From an optimization exercise on the open Yosys and OpenROAD flow, aimed at small area; shortcuts taken in it are not production practice. For this run, only the layout was checked, not whether the RTL still works. Power and IR drop assume default switching activity.

[flow/config.mk]
export PLATFORM = sky130hd
export DESIGN_NAME = blinking_led
export DESIGN_NICKNAME = blinking_led
export VERILOG_FILES = /design/flow/design.v
export SDC_FILE = /design/flow/constraint.sdc
export NUM_CORES = 4
export LEC_CHECK = 0
export CAP_MARGIN = 20
export CORE_MARGIN = 2
export CORE_UTILIZATION = 40
export SLEW_MARGIN = 20
[flow/flow/run.sh]
#!/bin/bash
# Own layout flow: the standard flow with the standard synthesis unchanged, plus
#  - polopt.py: after synthesis, the full adders' polarities are chosen so that fewer
#    inverters sit between them (same logic function, same registers);
#  - cntopt.py: the counters' half adder + clear gate per bit rebuilt as xnor/xor + nor2 with
#    the carry chain in alternating polarity (same logic function, same registers);
#  - the port buffers made of the smallest buffer cell (buf_1) instead of the flow's pick;
#  - tiemerge.tcl: after global placement, one tie cell drives all the constant-0 output
#    ports instead of one tie cell per port;
#  - the clock tree built from clkbuf_16 in clusters of up to 28 sinks, with clkbuf_2 above
#    them, without dummy loads.
# Each tool's output goes to a log file of its own in this folder.
set -euo pipefail
R="$PWD/orfs/results/$FLOW_PLATFORM/blinking_led/base"
ARGS=(
  "BUFFER_PORTS_ARGS=-buffer_cell sky130_fd_sc_hd__buf_1"
  "CTS_ARGS=-sink_clustering_enable -repair_clock_nets -sink_clustering_size 28 -sink_clustering_max_diameter 110 -buf_list sky130_fd_sc_hd__clkbuf_16 -root_buf sky130_fd_sc_hd__clkbuf_2 -tree_buf sky130_fd_sc_hd__clkbuf_2 -dont_use_dummy_load"
)
bash standard.sh "$R/1_2_yosys.v" > make_synth.log 2>&1
cp "$R/1_2_yosys.v" "$R/1_2_yosys_standard.v"
python3 flow/polopt.py "$R/1_2_yosys_standard.v" "$R/1_2_yosys_polopt.v" > polopt.log 2>&1
python3 flow/cntopt.py "$R/1_2_yosys_polopt.v" "$R/1_2_yosys.v" > cntopt.log 2>&1
bash standard.sh "${ARGS[@]}" "$R/3_3_place_gp.odb" > make_place.log 2>&1
TIE_DB="$R/3_3_place_gp.odb" openroad -no_init -exit flow/tiemerge.tcl > tiemerge.log 2>&1
bash standard.sh "${ARGS[@]}" finish > make_finish.log 2>&1
[flow/flow/tiemerge.tcl]
# Merge the tie cells that drive only output ports: one conb_1 per constant value drives all
# the ports that need that value (the flow's repair_tie_fanout gives each port its own).
set db_file $::env(TIE_DB)
read_db $db_file
set block [ord::get_db_block]
array set keep {}
set removed 0
foreach inst [$block getInsts] {
  if {[[$inst getMaster] getName] ne "sky130_fd_sc_hd__conb_1"} { continue }
  set used {}
  foreach it [$inst getITerms] {
    set n [$it getNet]
    if {$n ne "NULL" && [[$it getMTerm] getName] in {HI LO}} { lappend used [list [[$it getMTerm] getName] $n] }
  }
  if {[llength $used] != 1} { continue }
  lassign [lindex $used 0] pin net
  # only nets whose sole loads are ports
  if {[llength [$net getITerms]] != 1 || [llength [$net getBTerms]] == 0} { continue }
  if {![info exists keep($pin)]} { set keep($pin) $net; continue }
  foreach bt [$net getBTerms] { $bt connect $keep($pin) }
  odb::dbInst_destroy $inst
  odb::dbNet_destroy $net
  incr removed
}
puts "tiemerge: removed $removed tie cells"
write_db $db_file
[flow/flow/cntopt.py]
#!/usr/bin/env python3
"""Counter clean-up for a Yosys netlist of sky130 cells.

Synthesis builds each counter bit with a clear as a half adder (q ^ k, q & k) whose sum goes
through an and2 (or a nor2b, or an inverter and a nor2) with the clear into the flip-flop. This script rebuilds those bits
with the carry chain in alternating polarity:
    carry true  k : next = nor2(clr, xnor2(q, k)),  carry out kn = nand2(q, k)
    carry low  kn : next = nor2(clr, xor2(q, kn)),  carry out k  = nor2b(kn, q)
which computes the same functions with less area. Flip-flops, ports and all other cells are
left as they are.

usage: cntopt.py IN.v OUT.v
"""
import re
import sys
import collections

src = open(sys.argv[1]).read()
m = re.search(r"^module\s.*?;\n", src, re.S | re.M)
head_end = m.end()
body_start = re.search(r"^\s*sky130_fd_sc_hd__", src[head_end:], re.M).start() + head_end
endm = src.rindex("endmodule")
decls = src[head_end:body_start]
inst_text = src[body_start:endm]

inst_re = re.compile(r"\s*(sky130_fd_sc_hd__\w+)\s+(\\\S+ |\S+)\s*\((.*?)\);\n", re.S)
pin_re = re.compile(r"\.(\w+)\(([^()]*)\)")
insts = []
pos = 0
while pos < len(inst_text):
    mm = inst_re.match(inst_text, pos)
    if not mm:
        assert inst_text[pos:].strip() == "", "unparsed: " + inst_text[pos:pos + 200]
        break
    typ, name, body = mm.groups()
    insts.append([typ, name, [(p, n.strip()) for p, n in pin_re.findall(body)]])
    pos = mm.end()

OUT_PINS = {"X", "Y", "Q", "Q_N", "SUM", "COUT", "HI", "LO"}
driver = {}
loads = collections.defaultdict(list)
for i, (t, n, pins) in enumerate(insts):
    for p, net in pins:
        if p in OUT_PINS:
            driver[net] = (i, p)
        elif net:
            loads[net].append((i, p))

def typ(i):
    return insts[i][0].replace("sky130_fd_sc_hd__", "")

def pin(i, p):
    return dict(insts[i][2])[p]

new_cells = []
new_nets = []
removed = set()
cnt = [0]

def net():
    cnt[0] += 1
    nm = f"_cnt{cnt[0]}_"
    new_nets.append(nm)
    return nm

def cell(t, pins):
    cnt[0] += 1
    new_cells.append((f"sky130_fd_sc_hd__{t}", f"_cntc{cnt[0]}_", pins))

# the clear in true polarity, one net per clear-low net (an inverter where none exists)
clr_true = {}
def clear_of(gn):
    # look through buffers (the flow removes synthesis buffers and rebuffers anyway)
    while True:
        d = driver.get(gn)
        if d and re.match(r"(buf|clkbuf)_\d+$", typ(d[0])):
            gn = pin(d[0], "A")
        else:
            break
    if gn in clr_true:
        return clr_true[gn]
    d = driver.get(gn)
    if d and re.match(r"(inv|clkinv)_\d+$", typ(d[0])):
        clr_true[gn] = pin(d[0], "A")
    else:
        c = net()
        cell("inv_1", [("A", gn), ("Y", c)])
        clr_true[gn] = c
    return clr_true[gn]

# candidate bits: ha -> (q, k, clear net (true) getter, gate index, flop D net)
cand = {}
for i, (t, n, pins) in enumerate(insts):
    if not re.match(r"ha_\d+$", typ(i)):
        continue
    s = pin(i, "SUM")
    if len(loads[s]) != 1:
        continue
    g, gp = loads[s][0]
    gt = typ(g)
    extra = None
    if re.match(r"(inv|clkinv)_\d+$", gt):
        # sum -> inverter -> nor2 with the clear
        sn = pin(g, "Y")
        if len(loads[sn]) != 1 or not typ(loads[sn][0][0]).startswith("nor2_"):
            continue
        extra = g
        g, gp = loads[sn][0]
        gt = typ(g)
    d_net = pin(g, "X") if gt.startswith("and2_") else pin(g, "Y") if gt.startswith(("nor2b_", "nor2_")) else None
    if d_net is None or len(loads[d_net]) != 1:
        continue
    f, fp = loads[d_net][0]
    if not re.match(r"dfxtp_\d+$", typ(f)) or fp != "D":
        continue
    q = pin(f, "Q")
    a, b = pin(i, "A"), pin(i, "B")
    if q == a:
        k = b
    elif q == b:
        k = a
    else:
        continue
    if gt.startswith("and2_"):
        other = pin(g, "B") if gp == "A" else pin(g, "A")
        clr = ("low", other)
    elif gt.startswith("nor2_"):
        if extra is None:
            continue
        clr = ("true", pin(g, "B") if gp == "A" else pin(g, "A"))
    else:
        if extra is not None:
            continue
        if gp != "B_N":
            continue
        clr = ("true", pin(g, "A"))
    cand[i] = dict(q=q, k=k, clr=clr, gate=g, extra=extra, d=d_net, cout=pin(i, "COUT"))

# chains: a candidate whose k is the COUT of another candidate follows it
cout_of = {c["cout"]: i for i, c in cand.items()}
starts = [i for i, c in cand.items() if c["k"] not in cout_of]
rewired = collections.defaultdict(dict)  # consumer inst -> {pin: new net}
done = 0
for st in starts:
    i = st
    k_net, k_low = cand[i]["k"], False
    while True:
        c = cand[i]
        clr = c["clr"][1] if c["clr"][0] == "true" else clear_of(c["clr"][1])
        x = net()
        cell("xor2_1" if k_low else "xnor2_1", [("A", c["q"]), ("B", k_net), ("X" if k_low else "Y", x)])
        cell("nor2_1", [("A", clr), ("B", x), ("Y", c["d"])])
        removed.add(i)
        removed.add(c["gate"])
        if c["extra"] is not None:
            removed.add(c["extra"])
        done += 1
        cout = c["cout"]
        users = [(u, p) for (u, p) in loads[cout]]
        nxt = [u for (u, p) in users if u in cand and cand[u]["k"] == cout]
        others = [(u, p) for (u, p) in users if not (u in cand and cand[u]["k"] == cout)]
        if not users:
            break
        nk = net()
        if k_low:
            cell("nor2b_1", [("A", k_net), ("B_N", c["q"]), ("Y", nk)])   # k = ~kn & q
        else:
            cell("nand2_1", [("A", c["q"]), ("B", k_net), ("Y", nk)])     # kn = ~(q & k)
        new_low = not k_low
        if others:
            if new_low:
                t = net()
                cell("inv_1", [("A", nk), ("Y", t)])
            else:
                t = nk
            for (u, p) in others:
                rewired[u][p] = t
        if not nxt:
            break
        i = nxt[0]
        k_net, k_low = nk, new_low

# remove combinational cells left without loads (the buffers that fed the old clear gates)
ports_out = set()
for line in decls.splitlines():
    mo = re.match(r"\s*output\s+(\[(\d+):(\d+)\]\s+)?(\S+);", line)
    if mo:
        if mo.group(1):
            hi, lo = int(mo.group(2)), int(mo.group(3))
            ports_out.update(f"{mo.group(4)}[{b}]" for b in range(min(hi, lo), max(hi, lo) + 1))
        else:
            ports_out.add(mo.group(4))
final = [(t, n, [(p, rewired[i].get(p, nt)) for p, nt in pins])
         for i, (t, n, pins) in enumerate(insts) if i not in removed] + new_cells
swept = 0
while True:
    used = collections.Counter(nt for t, n, pins in final for p, nt in pins if p not in OUT_PINS)
    keep = []
    for t, n, pins in final:
        outs = [nt for p, nt in pins if p in OUT_PINS]
        comb = not re.search(r"__(df|edf|sdf|dl|conb)", t)
        if comb and outs and all(used[o] == 0 and o not in ports_out for o in outs):
            swept += 1
            continue
        keep.append((t, n, pins))
    if len(keep) == len(final):
        break
    final = keep

def esc(nm):
    return nm + " " if nm.startswith("\\") else nm

out = [src[:head_end], decls] + [f"  wire {nm};\n" for nm in new_nets]
for t, n, pins in final:
    out.append(f"  {t} {n}(\n" + ",\n".join(f"    .{p}({esc(nt)})" for p, nt in pins) + "\n  );\n")
out.append(src[endm:])
open(sys.argv[2], "w").write("".join(out))
print(f"cntopt: rebuilt {done} counter bits in {len(starts)} chains; removed {swept} cells left without loads")
[flow/standard.sh]
#!/bin/bash
# synth_recipe.tcl (not shown) runs the flow's synth.tcl, then flattens the netlist and writes it again
# the make line also repeats each setting of config.mk as NAME=value (left out here)
make -C /OpenROAD-flow-scripts/flow DESIGN_CONFIG=/design/flow/config.mk WORK_HOME=/design/flow/orfs CLKGATE_MAP_FILE= SYNTH_SCRIPT=/design/flow/synth_recipe.tcl "${@:-finish}"
[flow/flow/polopt.py]
#!/usr/bin/env python3
"""Inverter clean-up for a Yosys netlist of sky130 cells.

A full adder is self-dual: fa(~a, ~b, ~c) = (~sum, ~cout). Synthesis leaves inverters between
full adders wherever it picked the other polarity. This script chooses, for each full adder,
whether it computes its signals true or inverted so that as few inverters as possible are needed,
then rebuilds the inverters: every net keeps its logic function at every non-full-adder pin.
Registers, ports and all other cells are left as they are.

usage: polopt.py IN.v OUT.v
"""
import re
import sys
import collections
import math
import random

src = open(sys.argv[1]).read()
m = re.search(r"^module\s.*?;\n", src, re.S | re.M)
head_end = m.end()
body_start = re.search(r"^\s*sky130_fd_sc_hd__", src[head_end:], re.M).start() + head_end
endm = src.rindex("endmodule")
decls = src[head_end:body_start]
inst_text = src[body_start:endm]

inst_re = re.compile(r"\s*(sky130_fd_sc_hd__\w+)\s+(\\\S+ |\S+)\s*\((.*?)\);\n", re.S)
pin_re = re.compile(r"\.(\w+)\(([^()]*)\)")
insts = []
pos = 0
while pos < len(inst_text):
    mm = inst_re.match(inst_text, pos)
    if not mm:
        rest = inst_text[pos:].strip()
        assert rest == "", "unparsed: " + inst_text[pos:pos + 200]
        break
    typ, name, body = mm.groups()
    pins = [(p, n.strip()) for p, n in pin_re.findall(body)]
    insts.append([typ, name, pins])
    pos = mm.end()

OUT_PINS = {"X", "Y", "Q", "Q_N", "SUM", "COUT", "HI", "LO"}
ports_out = set()
for line in decls.splitlines():
    mo = re.match(r"\s*output\s+(\[(\d+):(\d+)\]\s+)?(\S+);", line)
    if mo:
        if mo.group(1):
            hi, lo = int(mo.group(2)), int(mo.group(3))
            for i in range(min(hi, lo), max(hi, lo) + 1):
                ports_out.add(f"{mo.group(4)}[{i}]")
        else:
            ports_out.add(mo.group(4))

def is_inv(t):
    return re.match(r"sky130_fd_sc_hd__(inv|clkinv)_\d+$", t) is not None

def is_fa(t):
    return re.match(r"sky130_fd_sc_hd__fa_\d+$", t) is not None

# inverters that may be removed: output not a port
inv_of = {}  # out net -> in net
removable = set()
for i, (t, n, pins) in enumerate(insts):
    if is_inv(t):
        d = dict(pins)
        if d["Y"] not in ports_out:
            inv_of[d["Y"]] = d["A"]
            removable.add(i)

def lit(net):
    ph = 0
    while net in inv_of:
        net = inv_of[net]
        ph ^= 1
    return net, ph

driver = {}
for i, (t, n, pins) in enumerate(insts):
    if i in removable:
        continue
    for p, net in pins:
        if p in OUT_PINS:
            driver[net] = (i, p)

# consumers: (inst, pin index, base, phase)
cons = []
for i, (t, n, pins) in enumerate(insts):
    if i in removable:
        continue
    for k, (p, net) in enumerate(pins):
        if p in OUT_PINS or net == "" or net.startswith("1'b"):
            continue
        b, ph = lit(net)
        cons.append((i, k, b, ph))

fa_ids = [i for i, (t, n, p) in enumerate(insts) if is_fa(t)]
flip = collections.defaultdict(int)
by_base = collections.defaultdict(list)
for c in cons:
    by_base[c[2]].append(c)
fa_bases = collections.defaultdict(set)  # fa -> bases it touches
for c in cons:
    if is_fa(insts[c[0]][0]):
        fa_bases[c[0]].add(c[2])
for b, (i, p) in driver.items():
    if is_fa(insts[i][0]):
        fa_bases[i].add(b)

def provided(b):
    d = driver.get(b)
    if d and is_fa(insts[d[0]][0]):
        return flip[d[0]]
    return 0

def cost(b):
    pv = provided(b)
    for (i, k, bb, ph) in by_base[b]:
        req = ph ^ (flip[i] if is_fa(insts[i][0]) else 0)
        if req != pv:
            return 1
    return 0

def total():
    return sum(cost(b) for b in by_base)

before = total()

def delta_flip(f):
    bs = fa_bases[f]
    c0 = sum(cost(b) for b in bs)
    flip[f] ^= 1
    c1 = sum(cost(b) for b in bs)
    flip[f] ^= 1
    return c1 - c0

# greedy descent, then simulated annealing from the best point found (fixed seed: repeatable)
improved = True
while improved:
    improved = False
    for f in fa_ids:
        if delta_flip(f) < 0:
            flip[f] ^= 1
            improved = True
rng = random.Random(1)
cur = total()
best, best_flip = cur, dict(flip)
steps = 200000
for step in range(steps):
    temp = 2.0 * (1 - step / steps) + 0.01
    f = rng.choice(fa_ids)
    d = delta_flip(f)
    if d <= 0 or rng.random() < math.exp(-d / temp):
        flip[f] ^= 1
        cur += d
        if cur < best:
            best, best_flip = cur, dict(flip)
flip.clear()
flip.update(best_flip)
after = total()

# rebuild
new_inv = {}
extra_decl = []
def inv_net(b):
    if b not in new_inv:
        nm = f"_pol{len(new_inv)}_"
        new_inv[b] = nm
        extra_decl.append(f"  wire {nm};\n")
    return new_inv[b]

for (i, k, b, ph) in cons:
    req = ph ^ (flip[i] if is_fa(insts[i][0]) else 0)
    p, _ = insts[i][2][k]
    insts[i][2][k] = (p, b if req == provided(b) else inv_net(b))

def esc(net):
    return net + " " if net.startswith("\\") else net

out = [src[:head_end], decls] + extra_decl
for i, (t, n, pins) in enumerate(insts):
    if i in removable:
        continue
    out.append(f"  {t} {n}(\n" + ",\n".join(f"    .{p}({esc(net)})" for p, net in pins) + "\n  );\n")
for k, (b, nm) in enumerate(new_inv.items()):
    out.append(f"  sky130_fd_sc_hd__inv_1 _polinv{k}_ (\n    .A({esc(b)}),\n    .Y({nm})\n  );\n")
out.append(src[endm:])
open(sys.argv[2], "w").write("".join(out))
print(f"polopt: {len(removable)} inverters before, {len(new_inv)} after "
      f"(bases needing one: {before} -> {after}); {sum(flip[f] for f in fa_ids)} of {len(fa_ids)} full adders flipped")
[flow/constraint.sdc]
create_clock -name core_clock -period 10.0 [get_ports {clk}]
set_input_delay 2.0000 -clock core_clock [delete_from_list [all_inputs] [get_ports {clk}]]
set_output_delay 2.0000 -clock core_clock [all_outputs]
set_load 0.01 [all_outputs]
[flow/design.v]
module blinking (
    input  logic        clk,
    input  logic        reset,
    input  logic        we,           
    input  logic [26:0] tnew,         
    output logic        led
);
    logic        valid;               
    logic [26:0] tqn;                 
    logic [31:0] counter;
    logic [31:0] cnext;
    logic [27:0] cy;                  
    logic [32:0] k;                   
    logic        ge;
    always_comb begin
        cy[0] = 1'b1;
        for (int i = 0; i < 27; i++)
            cy[i+1] = tqn[i] ? (counter[i+5] | cy[i]) : (counter[i+5] & cy[i]);
    end
    assign ge = !valid || cy[27];
    always_comb begin
        k[0] = 1'b1;
        for (int i = 0; i < 32; i++) begin
            cnext[i] = (counter[i] ^ k[i]) & !ge;
            k[i+1]   = k[i] & counter[i];
        end
    end
    always_ff @(posedge clk or posedge reset) begin
        if (reset) valid <= 1'b0;
        else if (we) valid <= 1'b1;
    end
    always_ff @(posedge clk) begin
        if (we) tqn <= ~tnew;
    end
    always_ff @(posedge clk) begin
        counter <= cnext;
    end
    always_ff @(posedge clk or posedge reset) begin
        if (reset)   led <= 1'b0;
        else if (ge) led <= ~led;
    end
endmodule
module blinking_led
   #(parameter W = 4)
   (
    input  logic clk,
    input  logic reset,
    input  logic cs,
    input  logic read,
    input  logic write,
    input  logic [4:0] addr,
    input  logic [31:0] wr_data,
    output logic [31:0] rd_data,
    output logic [W-1:0] led_out
   );
   logic        we;
   logic [26:0] tnew;
   assign we   = cs && write && (addr[4:2] == 3'd0);
   logic [26:0] x, y;
   assign x    = wr_data[26:0];
   assign tnew = y;
   logic s1;
   logic c2;
   logic s3;
   logic c4;
   logic s5;
   logic c6;
   logic s7;
   logic c8;
   logic s9;
   logic c10;
   logic s11;
   logic c12;
   logic s13;
   logic c14;
   logic s15;
   logic c16;
   logic s17;
   logic c18;
   logic s19;
   logic c20;
   logic s21;
   logic c22;
   logic s23;
   logic c24;
   logic s25;
   logic c26;
   logic s27;
   logic c28;
   logic s29;
   logic c30;
   logic s31;
   logic c32;
   logic s33;
   logic c34;
   logic s35;
   logic c36;
   logic s37;
   logic c38;
   logic s39;
   logic c40;
   logic s41;
   logic c42;
   logic s43;
   logic c44;
   logic s45;
   logic c46;
   logic s47;
   logic c48;
   logic s49;
   logic c50;
   logic s51;
   logic c52;
   logic s53;
   logic c54;
   logic s55;
   logic c56;
   logic s57;
   logic c58;
   logic s59;
   logic c60;
   logic s61;
   logic c62;
   logic s63;
   logic c64;
   logic s65;
   logic c66;
   logic s67;
   logic c68;
   logic s69;
   logic c70;
   logic s71;
   logic c72;
   logic s73;
   logic c74;
   logic s75;
   logic c76;
   logic s77;
   logic c78;
   logic s79;
   logic c80;
   logic s81;
   logic c82;
   logic s83;
   logic c84;
   logic s85;
   logic c86;
   logic s87;
   logic c88;
   logic s89;
   logic c90;
   logic s91;
   logic c92;
   logic s93;
   logic c94;
   logic s95;
   logic c96;
   logic s97;
   logic c98;
   logic s99;
   logic c100;
   logic s101;
   logic c102;
   logic s103;
   logic c104;
   logic s105;
   logic c106;
   logic s107;
   logic c108;
   logic s109;
   logic c110;
   logic s111;
   logic c112;
   logic s113;
   logic c114;
   logic s115;
   logic c116;
   logic s117;
   logic c118;
   logic s119;
   logic c120;
   logic s121;
   logic c122;
   logic s123;
   logic c124;
   logic s125;
   logic c126;
   logic s127;
   logic c128;
   logic s129;
   logic c130;
   logic s131;
   logic c132;
   logic s133;
   logic c134;
   logic s135;
   logic c136;
   logic s137;
   logic c138;
   logic s139;
   logic c140;
   logic s141;
   logic c142;
   logic s143;
   logic c144;
   logic s145;
   logic c146;
   logic s147;
   logic c148;
   logic s149;
   logic c150;
   logic s151;
   logic c152;
   logic s153;
   logic c154;
   logic s155;
   logic c156;
   logic s157;
   logic c158;
   logic s159;
   logic c160;
   logic s161;
   logic c162;
   logic s163;
   logic c164;
   logic s165;
   logic c166;
   logic s167;
   logic c168;
   logic s169;
   logic c170;
   logic s171;
   logic c172;
   logic s173;
   logic c174;
   logic q175;
   logic p176;
   logic q177;
   logic p178;
   logic q179;
   logic p180;
   logic q181;
   logic p182;
   logic q183;
   assign s1 = x[1] ^ x[0];
   assign c2 = x[1] & x[0];
   assign s3 = x[2] ^ x[1] ^ c2;
   assign c4 = (x[2] & x[1]) | (x[2] & c2) | (x[1] & c2);
   assign s5 = x[3] ^ x[2] ^ c4;
   assign c6 = (x[3] & x[2]) | (x[3] & c4) | (x[2] & c4);
   assign s7 = x[4] ^ x[3] ^ c6;
   assign c8 = (x[4] & x[3]) | (x[4] & c6) | (x[3] & c6);
   assign s9 = x[5] ^ x[4] ^ c8;
   assign c10 = (x[5] & x[4]) | (x[5] & c8) | (x[4] & c8);
   assign s11 = x[6] ^ x[5] ^ c10;
   assign c12 = (x[6] & x[5]) | (x[6] & c10) | (x[5] & c10);
   assign s13 = x[7] ^ x[6] ^ c12;
   assign c14 = (x[7] & x[6]) | (x[7] & c12) | (x[6] & c12);
   assign s15 = x[8] ^ x[7] ^ c14;
   assign c16 = (x[8] & x[7]) | (x[8] & c14) | (x[7] & c14);
   assign s17 = x[9] ^ x[8] ^ c16;
   assign c18 = (x[9] & x[8]) | (x[9] & c16) | (x[8] & c16);
   assign s19 = x[10] ^ x[9] ^ c18;
   assign c20 = (x[10] & x[9]) | (x[10] & c18) | (x[9] & c18);
   assign s21 = x[11] ^ x[10] ^ c20;
   assign c22 = (x[11] & x[10]) | (x[11] & c20) | (x[10] & c20);
   assign s23 = x[12] ^ x[11] ^ c22;
   assign c24 = (x[12] & x[11]) | (x[12] & c22) | (x[11] & c22);
   assign s25 = x[13] ^ x[12] ^ c24;
   assign c26 = (x[13] & x[12]) | (x[13] & c24) | (x[12] & c24);
   assign s27 = x[14] ^ x[13] ^ c26;
   assign c28 = (x[14] & x[13]) | (x[14] & c26) | (x[13] & c26);
   assign s29 = x[15] ^ x[14] ^ c28;
   assign c30 = (x[15] & x[14]) | (x[15] & c28) | (x[14] & c28);
   assign s31 = x[16] ^ x[15] ^ c30;
   assign c32 = (x[16] & x[15]) | (x[16] & c30) | (x[15] & c30);
   assign s33 = x[17] ^ x[16] ^ c32;
   assign c34 = (x[17] & x[16]) | (x[17] & c32) | (x[16] & c32);
   assign s35 = x[18] ^ x[17] ^ c34;
   assign c36 = (x[18] & x[17]) | (x[18] & c34) | (x[17] & c34);
   assign s37 = x[19] ^ x[18] ^ c36;
   assign c38 = (x[19] & x[18]) | (x[19] & c36) | (x[18] & c36);
   assign s39 = x[20] ^ x[19] ^ c38;
   assign c40 = (x[20] & x[19]) | (x[20] & c38) | (x[19] & c38);
   assign s41 = x[21] ^ x[20] ^ c40;
   assign c42 = (x[21] & x[20]) | (x[21] & c40) | (x[20] & c40);
   assign s43 = x[22] ^ x[21] ^ c42;
   assign c44 = (x[22] & x[21]) | (x[22] & c42) | (x[21] & c42);
   assign s45 = x[10] ^ x[8];
   assign c46 = x[10] & x[8];
   assign s47 = x[11] ^ x[9] ^ s13;
   assign c48 = (x[11] & x[9]) | (x[11] & s13) | (x[9] & s13);
   assign s49 = x[12] ^ x[10] ^ s15;
   assign c50 = (x[12] & x[10]) | (x[12] & s15) | (x[10] & s15);
   assign s51 = x[13] ^ x[11] ^ s17;
   assign c52 = (x[13] & x[11]) | (x[13] & s17) | (x[11] & s17);
   assign s53 = x[14] ^ x[12] ^ s19;
   assign c54 = (x[14] & x[12]) | (x[14] & s19) | (x[12] & s19);
   assign s55 = x[15] ^ x[13] ^ s21;
   assign c56 = (x[15] & x[13]) | (x[15] & s21) | (x[13] & s21);
   assign s57 = x[16] ^ x[14] ^ s23;
   assign c58 = (x[16] & x[14]) | (x[16] & s23) | (x[14] & s23);
   assign s59 = x[17] ^ x[15] ^ s25;
   assign c60 = (x[17] & x[15]) | (x[17] & s25) | (x[15] & s25);
   assign s61 = x[18] ^ x[16] ^ s27;
   assign c62 = (x[18] & x[16]) | (x[18] & s27) | (x[16] & s27);
   assign s63 = x[19] ^ x[17] ^ s29;
   assign c64 = (x[19] & x[17]) | (x[19] & s29) | (x[17] & s29);
   assign s65 = x[20] ^ x[18] ^ s31;
   assign c66 = (x[20] & x[18]) | (x[20] & s31) | (x[18] & s31);
   assign s67 = x[21] ^ x[19] ^ s33;
   assign c68 = (x[21] & x[19]) | (x[21] & s33) | (x[19] & s33);
   assign s69 = x[22] ^ x[20] ^ s35;
   assign c70 = (x[22] & x[20]) | (x[22] & s35) | (x[20] & s35);
   assign s71 = x[23] ^ x[21] ^ s37;
   assign c72 = (x[23] & x[21]) | (x[23] & s37) | (x[21] & s37);
   assign s73 = x[24] ^ x[22] ^ s39;
   assign c74 = (x[24] & x[22]) | (x[24] & s39) | (x[22] & s39);
   assign s75 = x[25] ^ x[23] ^ s41;
   assign c76 = (x[25] & x[23]) | (x[25] & s41) | (x[23] & s41);
   assign s77 = x[26] ^ x[24] ^ s43;
   assign c78 = (x[26] & x[24]) | (x[26] & s43) | (x[24] & s43);
   assign s79 = x[4] ^ x[2];
   assign c80 = x[4] & x[2];
   assign s81 = x[5] ^ x[3] ^ s1;
   assign c82 = (x[5] & x[3]) | (x[5] & s1) | (x[3] & s1);
   assign s83 = x[6] ^ x[4] ^ s3;
   assign c84 = (x[6] & x[4]) | (x[6] & s3) | (x[4] & s3);
   assign s85 = x[7] ^ x[5] ^ s5;
   assign c86 = (x[7] & x[5]) | (x[7] & s5) | (x[5] & s5);
   assign s87 = x[8] ^ x[6] ^ s7;
   assign c88 = (x[8] & x[6]) | (x[8] & s7) | (x[6] & s7);
   assign s89 = x[9] ^ x[7] ^ s9;
   assign c90 = (x[9] & x[7]) | (x[9] & s9) | (x[7] & s9);
   assign s91 = s45 ^ s11 ^ x[0];
   assign c92 = (s45 & s11) | (s45 & x[0]) | (s11 & x[0]);
   assign s93 = s47 ^ s1 ^ c46;
   assign c94 = (s47 & s1) | (s47 & c46) | (s1 & c46);
   assign s95 = s49 ^ s3 ^ c48;
   assign c96 = (s49 & s3) | (s49 & c48) | (s3 & c48);
   assign s97 = s51 ^ s5 ^ c50;
   assign c98 = (s51 & s5) | (s51 & c50) | (s5 & c50);
   assign s99 = s53 ^ s7 ^ c52;
   assign c100 = (s53 & s7) | (s53 & c52) | (s7 & c52);
   assign s101 = s55 ^ s9 ^ c54;
   assign c102 = (s55 & s9) | (s55 & c54) | (s9 & c54);
   assign s103 = s57 ^ s11 ^ c56;
   assign c104 = (s57 & s11) | (s57 & c56) | (s11 & c56);
   assign s105 = s59 ^ s13 ^ c58;
   assign c106 = (s59 & s13) | (s59 & c58) | (s13 & c58);
   assign s107 = s61 ^ s15 ^ c60;
   assign c108 = (s61 & s15) | (s61 & c60) | (s15 & c60);
   assign s109 = s63 ^ s17 ^ c62;
   assign c110 = (s63 & s17) | (s63 & c62) | (s17 & c62);
   assign s111 = s65 ^ s19 ^ c64;
   assign c112 = (s65 & s19) | (s65 & c64) | (s19 & c64);
   assign s113 = s67 ^ s21 ^ c66;
   assign c114 = (s67 & s21) | (s67 & c66) | (s21 & c66);
   assign s115 = s69 ^ s23 ^ c68;
   assign c116 = (s69 & s23) | (s69 & c68) | (s23 & c68);
   assign s117 = s71 ^ s25 ^ c70;
   assign c118 = (s71 & s25) | (s71 & c70) | (s25 & c70);
   assign s119 = s73 ^ s27 ^ c72;
   assign c120 = (s73 & s27) | (s73 & c72) | (s27 & c72);
   assign s121 = s75 ^ s29 ^ c74;
   assign c122 = (s75 & s29) | (s75 & c74) | (s29 & c74);
   assign s123 = s77 ^ s31 ^ c76;
   assign c124 = (s77 & s31) | (s77 & c76) | (s31 & c76);
   assign s125 = x[2] ^ x[0];
   assign c126 = x[2] & x[0];
   assign s127 = x[3] ^ x[1] ^ c126;
   assign c128 = (x[3] & x[1]) | (x[3] & c126) | (x[1] & c126);
   assign s129 = s79 ^ x[0] ^ c128;
   assign c130 = (s79 & x[0]) | (s79 & c128) | (x[0] & c128);
   assign s131 = s81 ^ c80 ^ c130;
   assign c132 = (s81 & c80) | (s81 & c130) | (c80 & c130);
   assign s133 = s83 ^ c82 ^ c132;
   assign c134 = (s83 & c82) | (s83 & c132) | (c82 & c132);
   assign s135 = s85 ^ c84 ^ c134;
   assign c136 = (s85 & c84) | (s85 & c134) | (c84 & c134);
   assign s137 = s87 ^ c86 ^ c136;
   assign c138 = (s87 & c86) | (s87 & c136) | (c86 & c136);
   assign s139 = s89 ^ c88 ^ c138;
   assign c140 = (s89 & c88) | (s89 & c138) | (c88 & c138);
   assign s141 = s91 ^ c90 ^ c140;
   assign c142 = (s91 & c90) | (s91 & c140) | (c90 & c140);
   assign s143 = s93 ^ c92 ^ c142;
   assign c144 = (s93 & c92) | (s93 & c142) | (c92 & c142);
   assign s145 = s95 ^ c94 ^ c144;
   assign c146 = (s95 & c94) | (s95 & c144) | (c94 & c144);
   assign s147 = s97 ^ c96 ^ c146;
   assign c148 = (s97 & c96) | (s97 & c146) | (c96 & c146);
   assign s149 = s99 ^ c98 ^ c148;
   assign c150 = (s99 & c98) | (s99 & c148) | (c98 & c148);
   assign s151 = s101 ^ c100 ^ c150;
   assign c152 = (s101 & c100) | (s101 & c150) | (c100 & c150);
   assign s153 = s103 ^ c102 ^ c152;
   assign c154 = (s103 & c102) | (s103 & c152) | (c102 & c152);
   assign s155 = s105 ^ c104 ^ c154;
   assign c156 = (s105 & c104) | (s105 & c154) | (c104 & c154);
   assign s157 = s107 ^ c106 ^ c156;
   assign c158 = (s107 & c106) | (s107 & c156) | (c106 & c156);
   assign s159 = s109 ^ c108 ^ c158;
   assign c160 = (s109 & c108) | (s109 & c158) | (c108 & c158);
   assign s161 = s111 ^ c110 ^ c160;
   assign c162 = (s111 & c110) | (s111 & c160) | (c110 & c160);
   assign s163 = s113 ^ c112;
   assign c164 = s113 & c112;
   assign s165 = s115 ^ c114 ^ c164;
   assign c166 = (s115 & c114) | (s115 & c164) | (c114 & c164);
   assign s167 = s117 ^ c116 ^ c166;
   assign c168 = (s117 & c116) | (s117 & c166) | (c116 & c166);
   assign s169 = s119 ^ c118 ^ c168;
   assign c170 = (s119 & c118) | (s119 & c168) | (c118 & c168);
   assign s171 = s121 ^ c120 ^ c170;
   assign c172 = (s121 & c120) | (s121 & c170) | (c120 & c170);
   assign s173 = s123 ^ c122 ^ c172;
   assign c174 = (s123 & c122) | (s123 & c172) | (c122 & c172);
   assign y[21] = s163 ^ c162;
   assign q175 = c162 & s163;
   assign y[22] = s165 ^ q175;
   assign p176 = s163 & s165;
   assign q177 = c162 & p176;
   assign y[23] = s167 ^ q177;
   assign p178 = p176 & s167;
   assign q179 = c162 & p178;
   assign y[24] = s169 ^ q179;
   assign p180 = p178 & s169;
   assign q181 = c162 & p180;
   assign y[25] = s171 ^ q181;
   assign p182 = p180 & s171;
   assign q183 = c162 & p182;
   assign y[26] = s173 ^ q183;
   assign y[0] = x[0];
   assign y[1] = x[1];
   assign y[2] = s125;
   assign y[3] = s127;
   assign y[4] = s129;
   assign y[5] = s131;
   assign y[6] = s133;
   assign y[7] = s135;
   assign y[8] = s137;
   assign y[9] = s139;
   assign y[10] = s141;
   assign y[11] = s143;
   assign y[12] = s145;
   assign y[13] = s147;
   assign y[14] = s149;
   assign y[15] = s151;
   assign y[16] = s153;
   assign y[17] = s155;
   assign y[18] = s157;
   assign y[19] = s159;
   assign y[20] = s161;
   assign rd_data = 32'd0;
   genvar i;
   generate
      for (i = 0; i < W; i++) begin : g_led
         blinking led_i (.clk(clk), .reset(reset), .we(we && addr[1:0] == i),
                         .tnew(tnew), .led(led_out[i]));
      end
   endgenerate
endmodule
==> summary.txt <==
==> what timing repair did <==
item / 4_1_cts / 5_1_grt
setup endpoints to repair: 20 / 24
resized for setup: 15 / 8
pin swaps: 15 / 7
buffers inserted: 1 / 2
==> power by group <==
| group | total [W] | switching (W) | internal, W |
|---|---|---|---|
| Combinational | 0.000948 | 0.000551 | 0.000396 |
| Clock | 0.000460 | 0.000294 | 0.000167 |
| Sequential | 0.00128 | 0.0000192 | 0.00126 |
==> sequential cells by signal, indices dropped and copies added (netlist names) <==
name                 flops
g_led.led_i.tqn        108
g_led.led_i.counter    128
g_led.led_i.led          4
g_led.led_i.valid        4
==> critical path, delay by kind of cell <==
| kind | cells | cell delay [ns] |
|---|---|---|
| buffers and inverters | 3 | 0.25 |
| AO/OA/AOI/OAI | 1 | 0.20 |
| adder cells (fa/ha/maj) | 23 | 8.35 |
| XOR/XNOR | 5 | 0.71 |
==> cell type report <==
cell class | count | area (um^2)
antenna | 1 | 2.50
clock buffer | 12 | 240
fill | 2816 | 16500
inverter | 34 | 128
multi-input combinational | 746 | 5940
sequential | 244 | 6010
tap | 390 | 488
timing repair buffer | 77 | 463
==> stage by stage <==
stage	hold slack [ns]	std cells	setup slack, ns	power [W]	TNS (ns)
final	0.464	1504	-1.08	0.00269	-8.27
after CTS	0.471	1502	-1.07	0.00270	-7.77
after floorplan	0.426	1101	-1.46	0.00187	-13.72
after global placement	0.435	1521	-1.88	0.00215	-28.40
after detailed placement	0.449	1490	-1.95	0.00218	-29.84
after global routing	0.480	1504	-1.40	0.00289	-12.10
==> final timing paths <==
check,from,endpoint,slack [ns],cells after the start
worst max-delay path,wr_data[1],g_led[0].led_i.tqn[26],-1.08,32
worst min-delay path,g_led[2].led_i.counter[0],g_led[2].led_i.counter[0],0.46,1
worst max register to register,g_led[2].led_i.counter[0],g_led[2].led_i.counter[31],4.60,32
worst min register to register,g_led[2].led_i.counter[0],g_led[2].led_i.counter[0],0.46,1
max in group asynchronous,reset,g_led[3].led_i.valid,8.37,2
min in group asynchronous,reset,g_led[0].led_i.led,1.29,2
==> metal layers <==
metal  vias to the layer above  GRT usage [%]  routed length, um
met5                         -              0                  0
met4                         0           3.05                311
met3                        17           1.39                548
met2                        96           24.9              10600
met1                      3616           19.5              10300
li1                       3710              -                  -
==> layout by cell type (no fill, tap or decap), types with 4 or more instances in the layout <==
master     count
or2_2         10
a21oi_1       10
dfxtp_1      128
xor2_1        65
nand3_1        5
nor2_1       149
nor4_1         7
clkbuf_2       4
o211ai_1       9
nand2_1       94
buf_4         36
inv_1         31
xnor2_1       70
maj3_1         8
ha_1           5
fa_1          39
o21ai_0       10
or3_1          4
nor3_1         9
nor2b_1       61
o2111ai_1      4
buf_1         36
fa_2          38
a211oi_1       9
a22oi_1       24
dfrtp_1        8
a221oi_1       6
edfxtp_1     108
a31oi_1       12
and2_1         4
o221ai_1       9
clkbuf_16      9
o22ai_1       25
==> flow_summary.json <==
{
  "grt_use_total_pct": 14.3,
  "grt_pass1_wl_um": 36900,
  "wl_per_cell_um": 14.5,
  "clkSlewWorstSetupHoldPaths_ns": 0.10,
  "drv_slew": 0,
  "total_leakage_power_nw": 4.48,
  "hold_buffers": 0,
  "yosysWarnings": 1,
  "critical_path.slowest_cell": "fa_1",
  "ios": 78,
  "rsz0062_at_grt": "true",
  "layout-drive-gt1-share_pct": 11.6,
  "setup_violations": 12,
  "dieHeight_um": 178,
  "post-route-period-util_pct": 111,
  "grt_pass1_vias": 7595,
  "path_class": "in2reg",
  "synthCells": 1070,
  "postSynthAreaPerCell_um2": 11.4,
  "overflow": 0,
  "die_area_um2": 31800,
  "end_kind": "register",
  "cp_data_required_time_ns": 10.42,
  "startpoint_type": "input port",
  "place_area_um2": 12900,
  "ir_worst_vdd_mv": 0.172,
  "min_path_type": "reg2reg",
  "clockBufferDepth": 3,
  "dr.first_iter.drc_count": 402,
  "start_util_pct": 40.8,
  "cpMostUsedCell": "fa_2",
  "synth_area_um2": 12200,
  "gp_congestion": 0.808,
  "clk_latency_ns": 0.75,
  "numCtsBuffers": 12,
  "drt-total-wl_um": 21800,
  "antenna_found_initial": 1,
  "fin_nets": 1242,
  "area_growth_pct": 9.04,
  "clock_skew_ns": 0.0882,
  "first_pass_iters": 5,
  "cts_tree": "done",
  "grt_max_degree": 33,
  "so_faults": "setup timing",
  "drc_errors": 0,
  "final_util_pct": 44.5,
  "fmax_mhz": 90.2,
  "numPortBuffers": 39,
  "num_rows": 63,
  "status": "complete, but fails checks",
  "dpl.hpwl_um": 16600,
  "cts_num_sinks": 244,
  "die_w_um": 178,
  "ant_nets": 0,
  "hold_viol": 0,
  "powerDensity_nw_per_um2": 202,
  "root_buffer": "clkbuf_2",
  "worstMarginPinSlew_ns": 0.902,
  "ctsHtreeMaxLevel": 1,
  "fin_crit_ns": 11.08,
  "final_area_um2": 13300,
  "max_stage_delay_ns": 0.56,
  "drv_cap": 0,
  "core-area_um2": 29800,
  "worst_slack_ns": -1.08,
  "vias_per_cell": 4.95,
  "crit_fanout": 4,
  "slew_headroom_pct": 39.8,
  "vias": 7439,
  "critical_path_arrival_ns": 11.50
}

separate check: timing with driven ports:
How much do the figures lean on ideal ports? The routed layout below was timed once more, with nothing changed but the port constraints. Step 1 assumes that a clkbuf_16 drives the clock port and a buf_2 every other input. Step 2, shift: input delay + t, output delay - t, t = (earliest + latest rising clock arrival at the registers) / 2. This alone moves slack from input paths to output paths. Slacks: ideal / step 1 / step 2; pairs: ideal / step 1.
t, ns: 0.747
setup slack, ns: -1.082 / -1.083 / -1.830
hold WS [ns]: 0.464 / 0.464 / 0.464
latest minus earliest clock arrival (ns): 0.088 / 0.088
The setup slack of this run moves by -0.001 ns with the drivers and by -0.748 ns with both steps.
